This design comes from an exercise in tuning for small area and a short achievable clock period on the open sky130 flow, not from production work. Only simulation tests tie the RTL to the original design; equivalence was not proved. No activity file was given, so power comes from the tool's default toggle rates.

<file path="design/flow/run.sh">
#!/bin/bash
# synth_recipe.tcl (not shown) runs the flow's synth.tcl, then flattens the netlist and writes it again
# the make line also repeats each setting of config.mk as NAME=value (left out here)
make -C /OpenROAD-flow-scripts/flow DESIGN_CONFIG=/design/flow/config.mk WORK_HOME=/design/flow/orfs CLKGATE_MAP_FILE= SYNTH_SCRIPT=/design/flow/synth_recipe.tcl finish
</file>
<file path="design/flow/constraint.sdc">
create_clock -name core_clock -period 3.6 [get_ports {CLK}]
set_input_delay 0.7200 -clock core_clock [delete_from_list [all_inputs] [get_ports {CLK}]]
set_output_delay 0.7200 -clock core_clock [all_outputs]
set_load 0.01 [all_outputs]
</file>
<file path="design/flow/design.v">
module multiplier #(parameter N = 32) (
    input logic CLK, EN_mult, EN_blockRead, rst_n,
    input logic [15:0] mult_input0, 
    input logic [15:0] mult_input1,
    input logic [N - 1:0] readMem_val,
    output logic RDY_mult, EN_readMem, EN_writeMem, VALID_memVal,
    output logic [N - 1:0] writeMem_val, memVal_data,
    output logic [5:0] writeMem_addr, readMem_addr
    );
    typedef enum logic [1:0]{
        INIT,
        IDLE_WRITE,
        FULL,
        READ
    } state_t;
    state_t curr_state, next_state;
    logic [5:0] write_addr_reg, read_addr_reg;
    logic mem_full_flag;
	logic [7:0] p0r0, p0r1, p0r2, p0r3, p0r4, p0r5, p0r6, p0r7;
	logic [7:0] p0r8, p0r9, p0r10, p0r11, p0r12, p0r13, p0r14, p0r15;
	logic [19:0] p1sum0, p1sum1, p1sum2, p1sum3;
	logic [31:0] p2sum0, p2sum1;
	logic [31:0] p3out;
    logic pipe0_en, pipe1_en, pipe2_en, pipe3_en;
    logic valid_read_reg;
    assign memVal_data = readMem_val;
    always_ff @(posedge CLK) begin
		if (!rst_n) begin
			curr_state <= INIT;
			pipe0_en <= 0;
			pipe1_en <= 0;
			pipe2_en <= 0;
			pipe3_en <= 0;
			mem_full_flag <= 1'b0;
			write_addr_reg <= 6'b0;
			read_addr_reg <= 6'b0;
			valid_read_reg <= 1'b0;
		end else begin
			curr_state <= next_state;
			pipe0_en <= EN_mult;
			pipe1_en <= pipe0_en;
			pipe2_en <= pipe1_en;
			pipe3_en <= pipe2_en;
			p0r0 <= mult_input0[3:0]  * mult_input1[3:0];
			p0r1 <= mult_input0[3:0]  * mult_input1[7:4];
			p0r2 <= mult_input0[3:0]  * mult_input1[11:8];
			p0r3 <= mult_input0[3:0]  * mult_input1[15:12];
			p0r4 <= mult_input0[7:4]  * mult_input1[3:0];
			p0r5 <= mult_input0[7:4]  * mult_input1[7:4];
			p0r6 <= mult_input0[7:4]  * mult_input1[11:8];
			p0r7 <= mult_input0[7:4]  * mult_input1[15:12];
			p0r8 <= mult_input0[11:8]  * mult_input1[3:0];
			p0r9 <= mult_input0[11:8]  * mult_input1[7:4];
			p0r10 <= mult_input0[11:8]  * mult_input1[11:8];
			p0r11 <= mult_input0[11:8]  * mult_input1[15:12];
			p0r12 <= mult_input0[15:12]  * mult_input1[3:0];
			p0r13 <= mult_input0[15:12]  * mult_input1[7:4];
			p0r14 <= mult_input0[15:12]  * mult_input1[11:8];
			p0r15 <= mult_input0[15:12]  * mult_input1[15:12];
			p1sum0 <= {12'b0, p0r0} +
					  {8'b0, p0r1, 4'b0} +
					  {4'b0, p0r2, 8'b0} +
					  {p0r3, 12'b0};
			p1sum1 <= {12'b0, p0r4} +
					  {8'b0, p0r5, 4'b0} +
					  {4'b0, p0r6, 8'b0} +
					  {p0r7, 12'b0};
			p1sum2 <= {12'b0, p0r8} +
					  {8'b0, p0r9, 4'b0} +
					  {4'b0, p0r10, 8'b0} +
					  {p0r11, 12'b0};
			p1sum3 <= {12'b0, p0r12} +
					  {8'b0, p0r13, 4'b0} +
					  {4'b0, p0r14, 8'b0} +
					  {p0r15, 12'b0};
			p2sum0 <= {8'b0, ({4'b0, p1sum0} + {p1sum1, 4'b0})};
			p2sum1 <= ({4'b0, p1sum2} + {p1sum3, 4'b0}) << 8;
			p3out <= p2sum0 + p2sum1;
			valid_read_reg <= 1'b0;
			case (curr_state)
				INIT: begin
					valid_read_reg <= 1'b0;
					write_addr_reg <= 6'b0;
					read_addr_reg <= 6'b0;
					mem_full_flag <= 1'b0;
				end
				IDLE_WRITE: begin
					valid_read_reg <= 1'b0;
					if (pipe3_en && ~mem_full_flag) begin
						write_addr_reg <= write_addr_reg + 1;
						if (write_addr_reg == 6'h3f) begin
							read_addr_reg <= 6'b0;
							mem_full_flag <= 1'b1;
						end
					end
				end
				FULL: begin
					write_addr_reg <= 6'b0;
				end
				READ: begin
					valid_read_reg <= 1'b1;
					if (read_addr_reg == 6'h3f) begin
						write_addr_reg <= 6'b0;
						mem_full_flag <= 1'b0;
					end else begin
						read_addr_reg <= read_addr_reg + 1;
					end
				end
				default: begin
				end
			endcase 
		end
    end
    always_comb begin
        next_state = curr_state;
        RDY_mult = 1'b0;
        EN_writeMem = 1'b0;
        EN_readMem = 1'b0;
        writeMem_val = p3out;
        writeMem_addr = write_addr_reg;
        readMem_addr = read_addr_reg;
        VALID_memVal = valid_read_reg;
        case (curr_state)
            INIT: begin
                RDY_mult = 1'b0;
                if (~mem_full_flag)
                    next_state = IDLE_WRITE;
            end
            IDLE_WRITE: begin
                RDY_mult = 1'b1;
                if (pipe3_en && ~mem_full_flag)
                    EN_writeMem = 1'b1;
                if (mem_full_flag) begin 
                    RDY_mult = 1'b0;
                    next_state = FULL;
                end
            end
            FULL: begin
                RDY_mult = 1'b0;
                if (EN_blockRead && mem_full_flag)
                    next_state = READ;
            end
            READ: begin
                RDY_mult = 1'b0;
                EN_readMem = 1'b1;
                if (read_addr_reg == 6'h3f)
                    next_state = IDLE_WRITE;
            end
            default:
                next_state = INIT;
        endcase
    end
endmodule
</file>
<file path="design/flow/config.mk">
export PLATFORM = sky130hd
export DESIGN_NAME = multiplier
export DESIGN_NICKNAME = multiplier
export VERILOG_FILES = /design/flow/design.v
export SDC_FILE = /design/flow/constraint.sdc
export NUM_CORES = 4
export LEC_CHECK = 0
export CAP_MARGIN = 20
export CORE_MARGIN = 2
export CORE_UTILIZATION = 40
export SLEW_MARGIN = 20
</file>
==> results.txt <==
* DR DRC count at 0
* Clock Latency Late Sink at 0.56 ns
* Gr usage total at 15.4%
* First-pass GRT wire length at 69500 um
* Hold-fix buffers, CTS at 0
* Yosys warns at 1
* Initial core utilization at 40.5%
* Die width at 235 um
* Crit end category: register
* Iter 0 DRT Violations at 793
* WL/cell at 15.0 um
* Cell Rows at 84
* Reg2Reg Setup Slack at 0.68 ns
* Arr. time, crit path at 3.70 ns
* Synthesized flop and latch total at 308
* Total wire length at 41700 um
* Tot Pwr at 15.5 mW
* Main flop type after synthesis: edfxtp_1
* Post-synth EDFFs at 288
* Setup bufs post-CTS at 0
* Pre-CTS setup slack at -0.331 ns
* Post_cts resized at 0
* Clock period minus worst slack at 3.41 ns
* Average vias per placed instance at 4.92
* # fillers at 4664
* I/O pin count at 148
* Setup Crit Path Kind: in -> reg
* Hold WC Path Type: reg -> reg
* Setup TNS Final at 0 ns
* Initial antenna violation count at 1
* Via Count at 13700
* Crit path max-delay family: adder cells
* Fin Hold WS at 0.415 ns
* Top-area cell type share of the netlist area at 40.6%
* Antenna fix cells at 0
* CTS Sinks at 308
* Clock Tree Buf Depth at 3
* Leak at 11.0 nW
* Chip Height at 235 um
* Core Util, Final at 47.9%
* RSZ-0062 raised after global routing: false
* Total gr overflow at 0
* I/O Buffers at 83
* Post-synth top area cell: edfxtp_1
* Synthesized area at 21300 um2
* DRT Pass-1 Iters at 5
* CTS tree: done
* Max FO, Critical Path at 16
* Share of cells above drive strength 1 at 9.89%
* Worst EP required at 3.89 ns
* Net Count, Synth at 2312
* # nets final at 2500
* Syn avg cell area at 11.3 um2
* Status: finished clean
* Placed cell area at 23900 um2
* Crit path largest cell delay at 0.54 ns
* Core area at 52700 um2
* Crit path cell chain: clkdlybuf4s50_1, buf_12, nand2_1, fa_1, inv_1, fa_1, ha_1, a21o_1, a21oi_1, o21bai_1, a21oi_1, xnor2_1
* Fmax at 0.294 GHz
* CTS buffer count at 37
* Worst path slowest cell: fa_1
* Clock Skew at 0.0253 ns
* Vias in the first global route at 13700
* Sequential element share of the synthesized area at 42.5%
* Most flop-heavy register: p3out
* Power density cells at 615 nW/um2
* HPWL Detailed at 32100 um
* Final Hold Viols at 0
* Regs by FF count: p3out (32), p2sum0 (24), p2sum1 (24)
* Final instance area at 25200 um2
* Area growth, synth to finish at 18.5%
* Max IR drop VDD at 0.291 mV
* CTS H-tree depth at 2
* GPL Wtd Cong at 0.849
* Cells after Synth at 1878
* Maxcap violations at 0
* Post-Layout Cell Count at 2780
* Max Slew Vio Count at 0
* Final critical-path share of the clock period at 94.6%
* Clk root buf: clkbuf_16
* Setup violators final at 0
* Worst-path clk slew at 0.06 ns
* Post-synth ARST share at 0%
* Worst Max-Slew Pin Slew at 0.832 ns
* Synth area leaders: edfxtp_1 41%, ha_1 17%, fa_1 6.7%, and2_1 5.9%, xnor2_1 5.1%
* Die area at 55100 um2
* Worst setup margin at 0.193 ns
* Buf/Inv on CP at 3
* Relative slew slack at 44.3%
* Post-route ant nets at 0
* Placed instance count at 2715
* Largest net degree at the start of global routing at 89
* Max reg flops at 32
* Synth cell types at 66
* CP startpoint kind: primary input
-- where the power goes --
| part | internal [mW] | total [mW] | switching (mW) |
|---|---|---|---|
| Clock | 2.51 | 3.97 | 1.46 |
| Sequential | 5.21 | 5.57 | 0.357 |
| Combinational | 2.77 | 5.98 | 3.21 |
| Total | 10.5 | 15.5 | 5.03 |
-- kinds of logic (layout without fill, tap and decap cells) --
group / Yosys count / count (layout) / share of synthesized area [%]
flip-flops: 308 / 308 / 42.5
AND/OR/NAND/NOR: 479 / 479 / 11.8
buffers and inverters: 199 / 413 / 4.07
AO/OA/AOI/OAI: 362 / 362 / 10.9
multiplexers: 1 / 1 / 0.0470
XOR/XNOR: 163 / 163 / 6.70
adder cells (fa/ha/maj): 366 / 366 / 24.0
-- cell usage after synthesis, types with 19 or more instances --
library cell / count
clkbuf_1: 37
inv_1: 130
a21oi_1: 137
nand2_1: 128
fa_1: 71
edfxtp_1: 288
dfxtp_1: 20
ha_1: 295
buf_4: 32
xnor2_1: 125
o21ai_0: 45
and2_1: 202
nor2_1: 62
nor2b_1: 19
xor2_1: 38
o21bai_1: 27
a21o_1: 51
-- cell usage in the layout, fill, tap and decap left out, types with 38 or more instances in the layout --
master,Yosys,routed
a21o_1,51,51
a21oi_1,137,137
and2_1,202,202
buf_4,32,111
clkbuf_16,0,38
clkdlybuf4s50_1,0,82
edfxtp_1,288,288
fa_1,71,71
ha_1,295,295
inv_1,130,130
nand2_1,128,128
nor2_1,62,62
o21ai_0,45,45
xnor2_1,125,125
xor2_1,38,38
-- cell type report --
class	instances	area (um2)	share of cell area, %
timing repair buffer	218	2150	8.52
inverter	130	488	1.93
clock inverter	22	337	1.33
clock buffer	43	970	3.84
multi-input combinational	1371	11400	45.1
tap	688	861	3.41
sequential	308	9050	35.8
-- worst reg2reg max path, delay by kind of cell (launching register included) --
kind            cells  cell delay, ns
compound gates      5            1.24
fa+ha+maj           2            0.70
flops               1            0.37
buf+inv             1            0.20
xor+xnor            1            0.13
simple gates        1            0.05
-- worst paths after layout --
| path | start | end | cells past startpoint |
|---|---|---|---|
| setup / recovery | mult_input1[11] | p0r10[7] | 12 |
| hold / removal | p0r4[1] | p1sum1[1] | 0 |
| setup reg to reg | p2sum0[8] | p3out[30] | 10 |
| hold reg to reg | p0r4[1] | p1sum1[1] | 0 |
-- routing by layer --
layer  vias to the layer above  share of wire, %  GRT usage (%)
li1                       7027                 -              -
met1                      6371                50           21.5
met4                         0               2.4           4.41
met5                         -                 0              0
met2                       224                44           24.4
met3                        53               3.8           3.02

[static timing again, ports no longer ideal]
Ports are ideal in the flow. The routed layout listed here was re-timed in OpenROAD. Step 1: set_driving_cell puts a clkbuf_16 on CLK and a buf_2 on each other input, an assumption about the parent block. Step 2 adds t to the input delays and takes it off the output delays; t is the mean of the earliest and latest rising clock arrival at the registers after step 1. Input paths then give back, and output paths get back, about the clock's delay inside the block. Slacks: ideal / step 1 / step 2; pairs: ideal / step 1.
shift t [ns]: 0.595
setup slack, ns: 0.193 / 0.217 / -0.377
slew at the worst register clock pin (ns): 0.06 / 0.06
pins driven straight from the clock port: 1
With both steps, setup timing fails in this run, where it was met with ideal ports. For this run, drivers alone change the setup slack by +0.024 ns; drivers and shift together by -0.570 ns.
